Context: an optimization exercise on an open-source flow, tuned for small area, a short achievable clock period and few clock cycles. The choices shown serve that exercise and are no tape-out recipe. At most, simulation tests tie the RTL to the original design; equivalence was not proved. Power figures rest on the tool's default switching activity, not on a simulated workload.

## lane 1
==> module cb_seg, before the edit <==
module cb_seg(
    input wire clk,
    input wire reset,
    input wire[11:0] tb_size_in,
    input wire wreq_size,
    output wire rreq_data,
    input wire[7:0] tb_in,
    output wire cb_valid,
    output wire[7:0] cb_data,
    output wire cb_size,
    output wire cb_start
);
reg [10:0] wq [0:32];
reg [32:0] v;
wire       release_cur;
wire [32:0] fa;      
wire [31:0] mv;      
assign fa[32] = 1'b1;
genvar g;
generate for (g = 0; g < 32; g = g + 1) begin : q
    assign fa[g] = fa[g+1] & v[g+1];
    assign mv[g] = v[g] & ~fa[g];
    always @(posedge clk)
        if (mv[g]) wq[g+1] <= wq[g];
end endgenerate
always @(posedge clk)
    if (wreq_size) wq[0] <= tb_size_in[10:0];
always @(posedge clk or posedge reset)
    if (reset) v <= 33'd0;
    else begin
        v[0] <= wreq_size | (v[0] & ~mv[0]);
        v[32] <= mv[31] | (v[32] & ~release_cur);
        v[31:1] <= mv[30:0] | (v[31:1] & ~mv[31:1]);
    end
wire [10:0] cur = wq[32];
localparam IDLE = 2'd0, BODY = 2'd2, CRC = 2'd3;
reg [1:0]  ph;
reg [10:0] p;
reg        fill;     
reg        fe;       
reg        lastnc;   
reg        twob;     
reg        big;      
reg        sob;      
reg        blk2;     
reg [1:0]  cc;       
wire c_gt132 = cur > 11'd132;
wire c_gt768 = cur > 11'd768;
wire c_gt894 = cur > 11'd894;
wire c_nofill = (cur == 11'd132) | (cur == 11'd768) | (cur == 11'd894) | (cur == 11'd1530);
wire c_fill1  = (cur == 11'd131) | (cur == 11'd767) | (cur == 11'd893) | (cur == 11'd1529);
wire p_fe = twob ? (big ? (p == 11'd1528) : (p == 11'd892))
                 : (big ? (p == 11'd766) : (p == 11'd130));
wire tb_last = (ph == BODY & lastnc & ~twob) | (ph == CRC & cc == 2'd2 & blk2);
wire start = v[32] & ((ph == IDLE) | tb_last);
wire fill_end = (ph == BODY) & fill & fe;
assign release_cur = (start & c_nofill) | fill_end;
always @(posedge clk or posedge reset)
    if (reset) ph <= IDLE;
    else if (start) ph <= BODY;
    else case (ph)
        BODY: if (lastnc) ph <= twob ? CRC : IDLE;
        CRC:  if (cc == 2'd2) ph <= blk2 ? IDLE : BODY;
        default: ;
    endcase
always @(posedge clk) begin
    if (start) begin
        p      <= cur;
        fill   <= ~c_nofill;
        fe     <= c_fill1;
        lastnc <= 1'b0;
        twob   <= c_gt768;
        big    <= c_gt132 & ~(c_gt768 & ~c_gt894);
        sob    <= 1'b1;
        blk2   <= 1'b0;
    end else case (ph)
        BODY: begin
            sob <= 1'b0;
            cc  <= 2'd0;
            if (fill) begin
                if (fe) begin
                    p      <= cur;
                    fill   <= 1'b0;
                    lastnc <= (cur == 11'd1);
                end else begin
                    p      <= p + 11'd1;
                    fe     <= p_fe;
                end
            end else begin
                p      <= p - 11'd1;
                lastnc <= (p == 11'd2) | (twob & ~blk2 & (p == 11'd767));
            end
        end
        CRC: begin
            cc <= cc + 2'd1;
            if (cc == 2'd2) begin
                blk2 <= 1'b1;
                big  <= 1'b1;
                sob  <= 1'b1;
            end
        end
        default: ;
    endcase
end
wire is_v    = ph[1];                       
wire is_data = (ph == BODY) & ~fill;
wire is_crc  = (ph == CRC);
reg s1_v, s2_v, s1_d, s2_d, s1_c, s2_c;
reg s1_st, s2_st, s1_sz, s2_sz;
reg rreq_q;
assign rreq_data = rreq_q;
always @(posedge clk or posedge reset)
    if (reset) begin
        s1_v <= 1'b0; s2_v <= 1'b0; rreq_q <= 1'b0;
    end else begin
        s1_v <= is_v; s2_v <= s1_v; rreq_q <= is_data;
    end
always @(posedge clk) begin
    s1_d <= is_data; s1_c <= is_crc; s1_st <= sob; s1_sz <= big;
    s2_d <= s1_d;    s2_c <= s1_c;   s2_st <= s1_st; s2_sz <= s1_sz;
end
reg [7:0]  ob;       
reg        ov, ost, osz;
reg        ocu;      
reg [23:0] crc;
assign cb_valid = ov;
assign cb_data  = ob;
assign cb_start = ost;
assign cb_size  = osz;
function [23:0] crc_next(input [23:0] s, input [7:0] d);
    reg [23:0] r;
    integer k;
    begin
        r = s;
        for (k = 0; k < 8; k = k + 1)
            r = {r[22:0], 1'b0} ^ ((r[23] ^ d[k]) ? 24'h800063 : 24'h0);
        crc_next = r;
    end
endfunction
wire [23:0] crc_n = crc_next(crc, ob);
always @(posedge clk or posedge reset)
    if (reset) ov <= 1'b0;
    else       ov <= s2_v;
always @(posedge clk) begin
    ost <= s2_st;
    osz <= s2_sz;
    ocu <= s2_v & ~s2_c;
    if (s2_c)
        ob <= ocu ? crc_n[7:0] : crc[15:8];
    else
        ob <= s2_d ? tb_in : 8'h00;
    if (s2_v & s2_st) crc <= 24'hffffff;
    else if (ocu) crc <= crc_n;
    else if (s2_c) crc[15:0] <= crc[23:8];
end
endmodule
==> flow/config.mk <==
export PLATFORM = sky130hd
export DESIGN_NAME = cb_seg
export DESIGN_NICKNAME = cb_seg
export VERILOG_FILES = /design/flow/design.v
export SDC_FILE = /design/flow/constraint.sdc
export NUM_CORES = 4
export LEC_CHECK = 0
export CAP_MARGIN = 20
export CORE_MARGIN = 2
export CORE_UTILIZATION = 40
export CTS_CLUSTER_DIAMETER = 60
export CTS_CLUSTER_SIZE = 30
export SETUP_SLACK_MARGIN = 3.0
export SLEW_MARGIN = 20
==> flow/constraint.sdc <==
create_clock -name core_clock -period 5.0 [get_ports {clk}]
set_input_delay 1.0000 -clock core_clock [delete_from_list [all_inputs] [get_ports {clk}]]
set_output_delay 1.0000 -clock core_clock [all_outputs]
set_load 0.01 [all_outputs]
run.sh (not shown) runs the stock make flow with config.mk's settings and CLKGATE_MAP_FILE= SYNTH_SCRIPT=/design/flow/synth_recipe.tcl, a recipe that flattens the netlist after the stock synthesis.
Testbench counts of lane 1, summed over its fixed seeds: cycles 1,060,569.
Modified inputs, lane 2 compared to lane 1
==> flow/design.v <==
module cb_seg(
    input wire clk,
    input wire reset,
    input wire[11:0] tb_size_in,
    input wire wreq_size,
    output wire rreq_data,
    input wire[7:0] tb_in,
    output wire cb_valid,
    output wire[7:0] cb_data,
    output wire cb_size,
    output wire cb_start
);
reg [10:0] wq [0:32];
reg [32:0] v;
wire       release_cur;
wire [32:0] fa;      
wire [31:0] mv;      
assign fa[32] = 1'b1;
genvar g;
generate for (g = 0; g < 32; g = g + 1) begin : q
    assign fa[g] = fa[g+1] & v[g+1];
    assign mv[g] = v[g] & ~fa[g];
    always @(posedge clk)
        if (mv[g]) wq[g+1] <= wq[g];
end endgenerate
always @(posedge clk)
    if (wreq_size) wq[0] <= tb_size_in[10:0];
always @(posedge clk or posedge reset)
    if (reset) v <= 33'd0;
    else begin
        v[0] <= wreq_size | (v[0] & ~mv[0]);
        v[32] <= mv[31] | (v[32] & ~release_cur);
        v[31:1] <= mv[30:0] | (v[31:1] & ~mv[31:1]);
    end
wire [10:0] cur = wq[32];
localparam IDLE = 2'd0, BODY = 2'd2, CRC = 2'd3;
reg [1:0]  ph;
reg [10:0] p;
reg        fill;     
reg        fe;       
reg        lastnc;   
reg        twob;     
reg        big;      
reg        sob;      
reg        blk2;     
reg [1:0]  cc;       
wire c_gt132 = cur > 11'd132;
wire c_gt768 = cur > 11'd768;
wire c_gt894 = cur > 11'd894;
wire c_nofill = (cur == 11'd132) | (cur == 11'd768) | (cur == 11'd894) | (cur == 11'd1530);
wire c_fill1  = (cur == 11'd131) | (cur == 11'd767) | (cur == 11'd893) | (cur == 11'd1529);
wire p_fe = twob ? (big ? (p == 11'd519) : (p == 11'd1155))
                 : (big ? (p == 11'd1281) : (p == 11'd1917));
wire tb_last = (ph == BODY & lastnc & ~twob) | (ph == CRC & cc == 2'd2 & blk2);
wire start = v[32] & ((ph == IDLE) | tb_last);
wire fill_end = (ph == BODY) & fill & fe;
assign release_cur = (start & c_nofill) | fill_end;
always @(posedge clk or posedge reset)
    if (reset) ph <= IDLE;
    else if (start) ph <= BODY;
    else case (ph)
        BODY: if (lastnc) ph <= twob ? CRC : IDLE;
        CRC:  if (cc == 2'd2) ph <= blk2 ? IDLE : BODY;
        default: ;
    endcase
always @(posedge clk) begin
    if (start) begin
        p      <= c_nofill ? cur : ~cur;
        fill   <= ~c_nofill;
        fe     <= c_fill1;
        lastnc <= 1'b0;
        twob   <= c_gt768;
        big    <= c_gt132 & ~(c_gt768 & ~c_gt894);
        sob    <= 1'b1;
        blk2   <= 1'b0;
    end else case (ph)
        BODY: begin
            sob <= 1'b0;
            cc  <= 2'd0;
            if (fill) begin
                if (fe) begin
                    p      <= cur;
                    fill   <= 1'b0;
                    lastnc <= (cur == 11'd1);
                end else begin
                    p      <= p - 11'd1;
                    fe     <= p_fe;
                end
            end else begin
                p      <= p - 11'd1;
                lastnc <= (p == 11'd2) | (twob & ~blk2 & (p == 11'd767));
            end
        end
        CRC: begin
            cc <= cc + 2'd1;
            if (cc == 2'd2) begin
                blk2 <= 1'b1;
                big  <= 1'b1;
                sob  <= 1'b1;
            end
        end
        default: ;
    endcase
end
wire is_v    = ph[1];                       
wire is_data = (ph == BODY) & ~fill;
wire is_crc  = (ph == CRC);
reg s1_v, s2_v, s1_d, s2_d, s1_c, s2_c;
reg [1:0] s1_cc, s2_cc;
reg s1_st, s2_st, s1_sz, s2_sz;
reg rreq_q;
assign rreq_data = rreq_q;
always @(posedge clk or posedge reset)
    if (reset) begin
        s1_v <= 1'b0; s2_v <= 1'b0; rreq_q <= 1'b0;
    end else begin
        s1_v <= is_v; s2_v <= s1_v; rreq_q <= is_data;
    end
always @(posedge clk) begin
    s1_d <= is_data; s1_c <= is_crc; s1_cc <= cc; s1_st <= sob; s1_sz <= big;
    s2_d <= s1_d;    s2_c <= s1_c;   s2_cc <= s1_cc; s2_st <= s1_st; s2_sz <= s1_sz;
end
reg [7:0]  ob;       
reg        ov, ost, osz, onc;
reg [23:0] crc;
assign cb_valid = ov;
assign cb_data  = ob;
assign cb_start = ost;
assign cb_size  = osz;
function [23:0] crc_next(input [23:0] s, input [7:0] d);
    reg [23:0] r;
    integer k;
    begin
        r = s;
        for (k = 0; k < 8; k = k + 1)
            r = {r[22:0], 1'b0} ^ ((r[23] ^ d[k]) ? 24'h800063 : 24'h0);
        crc_next = r;
    end
endfunction
wire [23:0] crc_n = crc_next(crc, ob);
always @(posedge clk or posedge reset)
    if (reset) ov <= 1'b0;
    else       ov <= s2_v;
always @(posedge clk) begin
    ost <= s2_st;
    osz <= s2_sz;
    onc <= ~s2_c;
    if (s2_c)
        ob <= (s2_cc == 2'd0) ? crc_n[7:0] : (s2_cc == 2'd1) ? crc[15:8] : crc[23:16];
    else
        ob <= s2_d ? tb_in : 8'h00;
    if (s2_v & s2_st) crc <= 24'hffffff;
    else if (ov & onc) crc <= crc_n;
end
endmodule
Across lane 2 and lane 1, none had a timing, DRC or antenna violation. Lane 2 against lane 1: number of inserted filler cells in the final layout moved down, global-route track usage on met1 moved down, part of the Yosys area used for sequential elements moved up. Lane 2 -> lane 1: net switching component of the power flat. Number of cells upsized or downsized after cts: lower on lane 1. Minimum setup slack among reg-to-reg paths in lane 2 is 0.30 ns below lane 1. Wire length of the first global-routing pass, lane 2 vs lane 1: down by a few percent. Count of clock-buffer cells in the layout: lane 2 and lane 1 compared, lower one is lane 2. Diff lane 1 -> lane 2: fraction of area in clock buffers and inverters held steady, core area shrank by 2.1%, number of different library cells in the post-synthesis netlist shrank by 16. Re wire length: lane 2 is about 2.5% down on lane 1. Looking at share of the final layout cell area in sequential cells, lane 2 sits 1.1 points above lane 1. Against lane 1, lane 2 reports a worst setup timing slack at the placement stage that is higher.
Function not checked in lane 2: the RTL went through the layout flow alone.

re-timing with driven ports:
The flow's constraints put no driver on any port. The routed layouts listed below were extracted and timed again, unchanged, in two steps. Step 1 sets driving cells, clkbuf_16 on the clock port and buf_2 on the other inputs (assumed; they add their load-dependent delay and slew). Step 2 adds t to the input delays and takes it off the output delays; t is the mean of the earliest and latest rising clock arrival at the registers after step 1. Input paths then give back, and output paths get back, about the clock's delay inside the block. Slacks: ideal ports / drivers / drivers and shift; pairs: ideal ports / drivers.
run | t, ns | setup WS [ns] | worst hold slack (ns) | slew at the worst register clock pin (ns)
lane 1 | 0.645 | 2.879 / 2.829 / 2.843 | 0.333 / 0.333 / 0.333 | 0.10 / 0.10
lane 2 | 0.623 | 2.668 / 2.668 / 2.668 | 0.326 / 0.326 / 0.326 | 0.10 / 0.10
After both steps setup and hold are still met in every run listed. For lane 1, which loses most, drivers alone change the setup slack by -0.050 ns; drivers and shift together by -0.036 ns.
